From an optimization exercise on the open Yosys and OpenROAD flow, aimed at small area and a short achievable clock period; shortcuts taken in it are not production practice.
In this exercise RTL edits were held to simulation tests only and were not proved equivalent to the original.

==> run E <==
## crc
module crc #(
	parameter DATA_WIDTH = 32,
	parameter CRC_WIDTH = 32
)
(
	input wire clk,
	input wire resetn,
	input wire clear,
	input wire [CRC_WIDTH-1:0]init_in,
	input wire [CRC_WIDTH:0]poly_in,
	input wire data_reverse,
	input wire crc_reverse,
	input wire [CRC_WIDTH-1:0]xorout_in,
	input wire [DATA_WIDTH-1:0]data_in,
	input wire data_in_valid,
	output wire [CRC_WIDTH-1:0]crc_out
);
localparam M = 19;
reg [31:0] r;        
reg raw;             
reg [32:0] pl;       
reg [31:0] pn;       
reg s4, s3, s2, s1, s0;   
reg [31:0] xo;
reg rv, dr;
integer i;
wire a4 = ~|poly_in[32:17];
wire [32:0] b4 = a4 ? {poly_in[16:0], 16'd0} : poly_in;
wire a3 = ~|b4[32:25];
wire [32:0] b3 = a3 ? {b4[24:0], 8'd0} : b4;
wire a2 = ~|b3[32:29];
wire [32:0] b2 = a2 ? {b3[28:0], 4'd0} : b3;
wire a1 = ~|b2[32:31];
wire [32:0] b1 = a1 ? {b2[30:0], 2'd0} : b2;
wire a0 = ~b1[32];
wire [31:0] bn = a0 ? {b1[30:0], 1'b0} : b1[31:0];
reg [31:0] mask;
always @(*) begin
	for (i = 0; i < 32; i = i + 1)
		mask[i] = |(pl >> (i + 1));
end
wire [31:0] c0 = pn;
wire [31:0] c1;
assign c1[0] = c0[31] & pn[0];
crc_axo u1 (.a(c0[0]), .b(c0[31]), .c(pn[1]), .y(c1[1]));
crc_axo u2 (.a(c0[1]), .b(c0[31]), .c(pn[2]), .y(c1[2]));
crc_axo u3 (.a(c0[2]), .b(c0[31]), .c(pn[3]), .y(c1[3]));
crc_axo u4 (.a(c0[3]), .b(c0[31]), .c(pn[4]), .y(c1[4]));
crc_axo u5 (.a(c0[4]), .b(c0[31]), .c(pn[5]), .y(c1[5]));
crc_axo u6 (.a(c0[5]), .b(c0[31]), .c(pn[6]), .y(c1[6]));
crc_axo u7 (.a(c0[6]), .b(c0[31]), .c(pn[7]), .y(c1[7]));
crc_axo u8 (.a(c0[7]), .b(c0[31]), .c(pn[8]), .y(c1[8]));
crc_axo u9 (.a(c0[8]), .b(c0[31]), .c(pn[9]), .y(c1[9]));
crc_axo u10 (.a(c0[9]), .b(c0[31]), .c(pn[10]), .y(c1[10]));
  ...
clock: 120.0 ns
lec_check: 0
cap_margin: 50
core_margin: 2
core_utilization: 55
gpl_routability_driven: 0
place_density: 0.65
slew_margin: 50
synth_hierarchical: 1
standard.sh (not shown) runs the stock make flow with config.mk's settings and CLKGATE_MAP_FILE= SYNTH_SCRIPT=/design/flow/synth_recipe.tcl, a recipe that flattens the netlist after the stock synthesis.
==> flow/flow/run.sh <==
#!/bin/bash
# The standard layout, with two changes: timing repair aims for a larger
# setup slack than the 120 ns clock needs (so that it shortens the paths
# that set the achieved period), and the port buffers are buf_1 cells.
set -euo pipefail
bash standard.sh synth > synth.log 2>&1
bash standard.sh SETUP_SLACK_MARGIN=88 \
  BUFFER_PORTS_ARGS="-buffer_cell sky130_fd_sc_hd__buf_1" finish > layout.log 2>&1
==> run X: changes against run E <==
- CTS_CLUSTER_DIAMETER: default -> 200
- CTS_CLUSTER_SIZE: default -> 40
- GPL_ROUTABILITY_DRIVEN: 0 -> 1
==> run M: changes against run E <==
--- a/flow/flow/run.sh
+++ b/flow/flow/run.sh
@@ -4,5 +4,5 @@
 # that set the achieved period), and the port buffers are buf_1 cells.
 set -euo pipefail
 bash standard.sh synth > synth.log 2>&1
-bash standard.sh SETUP_SLACK_MARGIN=88 \
+bash standard.sh SETUP_SLACK_MARGIN=89 \
   BUFFER_PORTS_ARGS="-buffer_cell sky130_fd_sc_hd__buf_1" finish > layout.log 2>&1
- CTS_BUF_LIST: default -> sky130_fd_sc_hd__clkbuf_8
- CTS_CLUSTER_SIZE: default -> 30
- GPL_ROUTABILITY_DRIVEN: 0 -> 1
==> qor summary <==
quantity                                                                     run M           run E           run X
Outcome                                                             finished clean  finished clean  finished clean
Cell count after placement                                                   3,887           3,891           3,893
Drt initial violations                                                       2,725           2,532           2,151
Minimum clock period                                                      30.65 ns        31.32 ns        31.11 ns
Routed len/inst                                                           21.59 um        20.48 um        21.45 um
Ant. Diodes                                                                      0               1               0
Routed vias                                                                 22,840          22,740          22,720
Hold worst-path end                                                            raw           r[14]            r[2]
Placer congestion estimate                                                  0.9316               -          0.9411
Worst reg2reg endpoint                                                       r[24]           r[23]           r[19]
Sequential cell area share                                                  0.1185          0.1197          0.1203
Antenna violations before repair                                                 1               3               2
Met1 usage                                                                  0.5134          0.4615          0.5085
M1 WL                                                                     35.66 mm        32.34 mm        35.61 mm
Critical hold path startpoint                                                  raw          pn[31]          pn[31]
Number of optimization iterations in the first detailed-route pass               8               7               6
Critical Path AT                                                           6.65 ns         7.32 ns         7.11 ns
Combined flip-flop and latch cell area                                    3059 um2        3063 um2        3063 um2
Worst setup margin                                                        89.35 ns        88.68 ns        88.89 ns
Clock network contribution to total cell area                              0.01372         0.02372         0.02211
Worst setup slack for register-to-register paths                         106.20 ns       105.45 ns       105.91 ns

==> trial 87 <==
==> flow/design.v <==
`timescale 1ns / 1ps
module crc #(
	parameter DATA_WIDTH = 32,				 
	parameter CRC_WIDTH = 32				   
)
(
	input wire clk,							           
	input wire resetn,						         
	input wire clear,						           
	input wire [CRC_WIDTH-1:0]init_in,	   
	input wire [CRC_WIDTH:0]poly_in,		   
	input wire data_reverse,				       
	input wire crc_reverse,					       
	input wire [CRC_WIDTH-1:0]xorout_in,	 
	input wire [DATA_WIDTH-1:0]data_in,		 
	input wire data_in_valid,				       
	output wire [CRC_WIDTH-1:0]crc_out		 
);
reg [CRC_WIDTH-1:0]state;
reg [CRC_WIDTH-1:0]crc, crc_next;
wire [CRC_WIDTH-1:0]state_out;
reg [DATA_WIDTH-1:0]data;
integer i;
assign crc_out = crc;
always @(posedge clk or negedge resetn) begin
	if (resetn == 1'b0) begin
		state <= 'd0;
		crc <= 'd0;
	end else begin
		if (clear == 1'b1) begin
			state <= init_in;
			crc <= 'd0;
		end else begin
			if (data_in_valid) begin
				state <= state_out;
				crc <= crc_next;
			end
		end
	end
end
always @(*) begin
	data = data_in;
	if (data_reverse == 1'b1) begin
		for (i = 0; i < DATA_WIDTH; i = i + 1) begin
			data[i] = data_in[DATA_WIDTH-1-i];
		end
	end
end
always @(*) begin
	crc_next = state_out;
	if (crc_reverse == 1'b1) begin
		for (i = 0; i < CRC_WIDTH; i = i + 1) begin
			crc_next[i] = state_out[CRC_WIDTH-1-i];
		end
	end
	crc_next = crc_next ^ xorout_in;
end
crc_lfsr #(
	.DATA_WIDTH(DATA_WIDTH),
	.POLY_WIDTH(CRC_WIDTH)
) crc_lfsr_inst (
	.state_in(state),
	.data_in(data),
	.poly_in(poly_in),
	.state_out(state_out)
);
endmodule
module crc_lfsr #(
	parameter DATA_WIDTH = 4,		 
	parameter POLY_WIDTH = 4		 
)
(
	input wire [POLY_WIDTH-1:0]state_in,	 
	input wire [DATA_WIDTH-1:0]data_in,		 
	input wire [POLY_WIDTH  :0]poly_in,		 
	output wire [POLY_WIDTH-1:0]state_out	 
);
reg [POLY_WIDTH-1:0]c_state[DATA_WIDTH  :0];
reg [POLY_WIDTH-1:0]r_state[DATA_WIDTH-1:0];
reg [POLY_WIDTH  :0]t_state[DATA_WIDTH-1:0];
reg [$clog2(POLY_WIDTH+1)-1:0]deg_p;
reg [POLY_WIDTH-1:0]r_mask;
integer i, j;
assign state_out = c_state[DATA_WIDTH] & r_mask;
always @(*) begin
	deg_p = 'd0;
	for (i = 0; i < POLY_WIDTH+1; i = i + 1)begin
		if (poly_in[i] & 1'b1) begin
			deg_p = i;
		end	 
	end
	for (i = 0; i < POLY_WIDTH; i = i + 1) begin
		r_mask[i] = 1'b0;
		if (i < deg_p) begin
			r_mask[i] = 1'b1;
		end
	end
end
always @(*) begin
	c_state[0] = state_in;
	for (i = 0; i < DATA_WIDTH; i = i + 1) begin
		t_state[i][0] = 1'b0; 
		for (j = 1; j < POLY_WIDTH+1; j = j + 1) begin
			t_state[i][j] = c_state[i][j-1];
		end
		for (j = 0; j < POLY_WIDTH; j = j + 1) begin
			r_state[i][j] = t_state[i][j] ^ (poly_in[j] & (t_state[i][deg_p] ^ data_in[DATA_WIDTH-1-i]));
		end
		c_state[i+1] = r_state[i];
	end
end
endmodule
==> flow/run.sh <==
#!/bin/bash
# synth_recipe.tcl (not shown) runs the flow's synth.tcl, then flattens the netlist and writes it again
# the make line also repeats each setting of config.mk as NAME=value (left out here)
make -C /OpenROAD-flow-scripts/flow DESIGN_CONFIG=/design/flow/config.mk WORK_HOME=/design/flow/orfs CLKGATE_MAP_FILE= SYNTH_SCRIPT=/design/flow/synth_recipe.tcl finish
==> flow/config.mk <==
export PLATFORM = sky130hd
export DESIGN_NAME = crc
export DESIGN_NICKNAME = crc
export VERILOG_FILES = /design/flow/design.v
export SDC_FILE = /design/flow/constraint.sdc
export NUM_CORES = 4
export LEC_CHECK = 0
export CAP_MARGIN = 20
export CORE_MARGIN = 2
export CORE_UTILIZATION = 25
export GPL_ROUTABILITY_DRIVEN = 1
export PLACE_DENSITY = 0.35
export SLEW_MARGIN = 20
==> flow/constraint.sdc <==
create_clock -name core_clock -period 120.0 [get_ports {clk}]
set_input_delay 24.0000 -clock core_clock [delete_from_list [all_inputs] [get_ports {clk}]]
set_output_delay 24.0000 -clock core_clock [all_outputs]
set_load 0.01 [all_outputs]
==> build 17: changes against trial 87 <==
==> flow/design.v, changed modules only <==
module crc #(
	parameter DATA_WIDTH = 32,
	parameter CRC_WIDTH = 32
)
(
	input wire clk,
	input wire resetn,
	input wire clear,
	input wire [CRC_WIDTH-1:0]init_in,
	input wire [CRC_WIDTH:0]poly_in,
	input wire data_reverse,
	input wire crc_reverse,
	input wire [CRC_WIDTH-1:0]xorout_in,
	input wire [DATA_WIDTH-1:0]data_in,
	input wire data_in_valid,
	output wire [CRC_WIDTH-1:0]crc_out
);
reg [31:0] state;
reg [31:0] crc;
assign crc_out = crc;
integer i;
wire s4 = ~|poly_in[32:17];
wire [32:0] p4 = s4 ? {poly_in[16:0], 16'd0} : poly_in;
wire s3 = ~|p4[32:25];
wire [32:0] p3 = s3 ? {p4[24:0], 8'd0} : p4;
wire s2 = ~|p3[32:29];
wire [32:0] p2 = s2 ? {p3[28:0], 4'd0} : p3;
wire s1 = ~|p2[32:31];
wire [32:0] p1 = s1 ? {p2[30:0], 2'd0} : p2;
wire s0 = ~p1[32];
wire [31:0] pn = s0 ? {p1[30:0], 1'b0} : p1[31:0];
wire [31:0] t4 = s4 ? {state[15:0], 16'd0} : state;
wire [31:0] t3 = s3 ? {t4[23:0], 8'd0} : t4;
wire [31:0] t2 = s2 ? {t3[27:0], 4'd0} : t3;
wire [31:0] t1 = s1 ? {t2[29:0], 2'd0} : t2;
wire [31:0] sl = s0 ? {t1[30:0], 1'b0} : t1;
reg [31:0] mask;
always @(*) begin
	for (i = 0; i < 32; i = i + 1)
		mask[i] = |(poly_in >> (i + 1));
end
reg [31:0] data;
always @(*) begin
	for (i = 0; i < 32; i = i + 1)
		data[i] = data_reverse ? data_in[31-i] : data_in[i];
end
reg [31:0] e;
reg [31:0] q;
always @(*) begin
	e = sl ^ data;
	for (i = 0; i < 32; i = i + 1) begin
		q[i] = e[31];
		e = {e[30:0], 1'b0} ^ (pn & {32{q[i]}});
	end
end
reg [31:0] prod;
always @(*) begin
	prod = 32'd0;
	for (i = 0; i < 32; i = i + 1)
		prod = prod ^ ((poly_in[31:0] << (31 - i)) & {32{q[i]}});
end
wire [31:0] n = prod & mask;
reg [31:0] nr;
always @(*) begin
	for (i = 0; i < 32; i = i + 1)
		nr[i] = crc_reverse ? n[31-i] : n[i];
end
always @(posedge clk) begin
	if (clear)
		state <= init_in;
	else if (data_in_valid)
		state <= n;
end
always @(posedge clk or negedge resetn) begin
	if (!resetn)
		crc <= 32'd0;
	else if (clear)
		crc <= 32'd0;
	else if (data_in_valid)
		crc <= nr ^ xorout_in;
end
endmodule
// module crc_lfsr removed
==> results.txt <==
Layout fillers: trial 87 29,600; build 17 12,200
Total number of vias: trial 87 95,400; build 17 30,600
Post-route minimum period: trial 87 100.77 ns; build 17 46.73 ns
Core ar.: trial 87 265,000 um2; build 17 111,000 um2
Wire length of the first global-routing pass: trial 87 820 mm; build 17 211 mm
Post-route met1 wirelength: trial 87 238 mm; build 17 66.1 mm
CP max stage cell: trial 87 a21oi_4; build 17 or2_1
Number of unique standard cell types used by synthesis: trial 87 189; build 17 125
Area enclosed by the die boundary: trial 87 269,000 um2; build 17 114,000 um2
Multi-input combinational gate total: trial 87 8,320; build 17 3,809
Final RePlAce weighted congestion: trial 87 1.11; build 17 0.863
Met3 WL: trial 87 86.8 mm; build 17 5.20 mm
Total area of multi-input combinational cells: trial 87 57,200 um2; build 17 24,600 um2
Slowest Stage Delay on Critical Path: trial 87 1.07 ns; build 17 0.83 ns
Outcome: trial 87 finished clean; build 17 finished clean
Antenna violations before repair: trial 87 132; build 17 2
Relative slew slack: trial 87 7.09%; build 17 25.9%
Hold_ws: trial 87 0.529 ns; build 17 0.486 ns
Fraction of the mapped netlist area in simple logic gates: trial 87 30.2%; build 17 28.3%
Cell row count: trial 87 189; build 17 122
Placement Setup Slack: trial 87 22.24 ns; build 17 73.06 ns
CP Capture Point: trial 87 state[23]$_DFFE_PN0P_; build 17 crc[30]$_DFFE_PN0P_
Number of placed instances with taps included: trial 87 12,700; build 17 5,705

## afterwards: timing with drivers on the ports
The results above use ideal ports. As a check the final layouts listed here were re-extracted and re-timed, cells and wires unchanged.
Step 1 (the two cells are an assumption about what drives the block):
set clk [get_ports {clk}]
set_driving_cell -lib_cell sky130_fd_sc_hd__clkbuf_16 $clk
set_driving_cell -lib_cell sky130_fd_sc_hd__buf_2 [delete_from_list [all_inputs] $clk]
Step 2 moves the port delays by t, midway between the first and last clock arrival at a register: inputs arrive t later, outputs are due t later. That takes back most of the time a late clock gives input paths.
Three values: ideal ports, drivers, drivers and shift; two values: the first two.
| run | shift t [ns] | setup slack, ns | worst setup path at the end | worst data-port slew with drivers (ns) |
|---|---|---|---|---|
| run E | 0.499 | 88.682 / 88.626 / 88.905 | input to register | 0.06 |
| run X | 0.521 | 88.887 / 88.828 / 89.184 | input to register | 0.07 |
| run M | 0.570 | 89.350 / 89.295 / 88.976 | input to register | 0.05 |
| trial 87 | 0.391 | 19.232 / 19.248 / 18.858 | input to register | 0.10 |
| build 17 | 0.398 | 73.271 / 73.248 / 72.851 | input to register | 0.09 |
After both steps setup and hold are still met in every run listed. The setup slack of build 17, which loses most, moves by -0.023 ns with the drivers and by -0.420 ns with both steps.
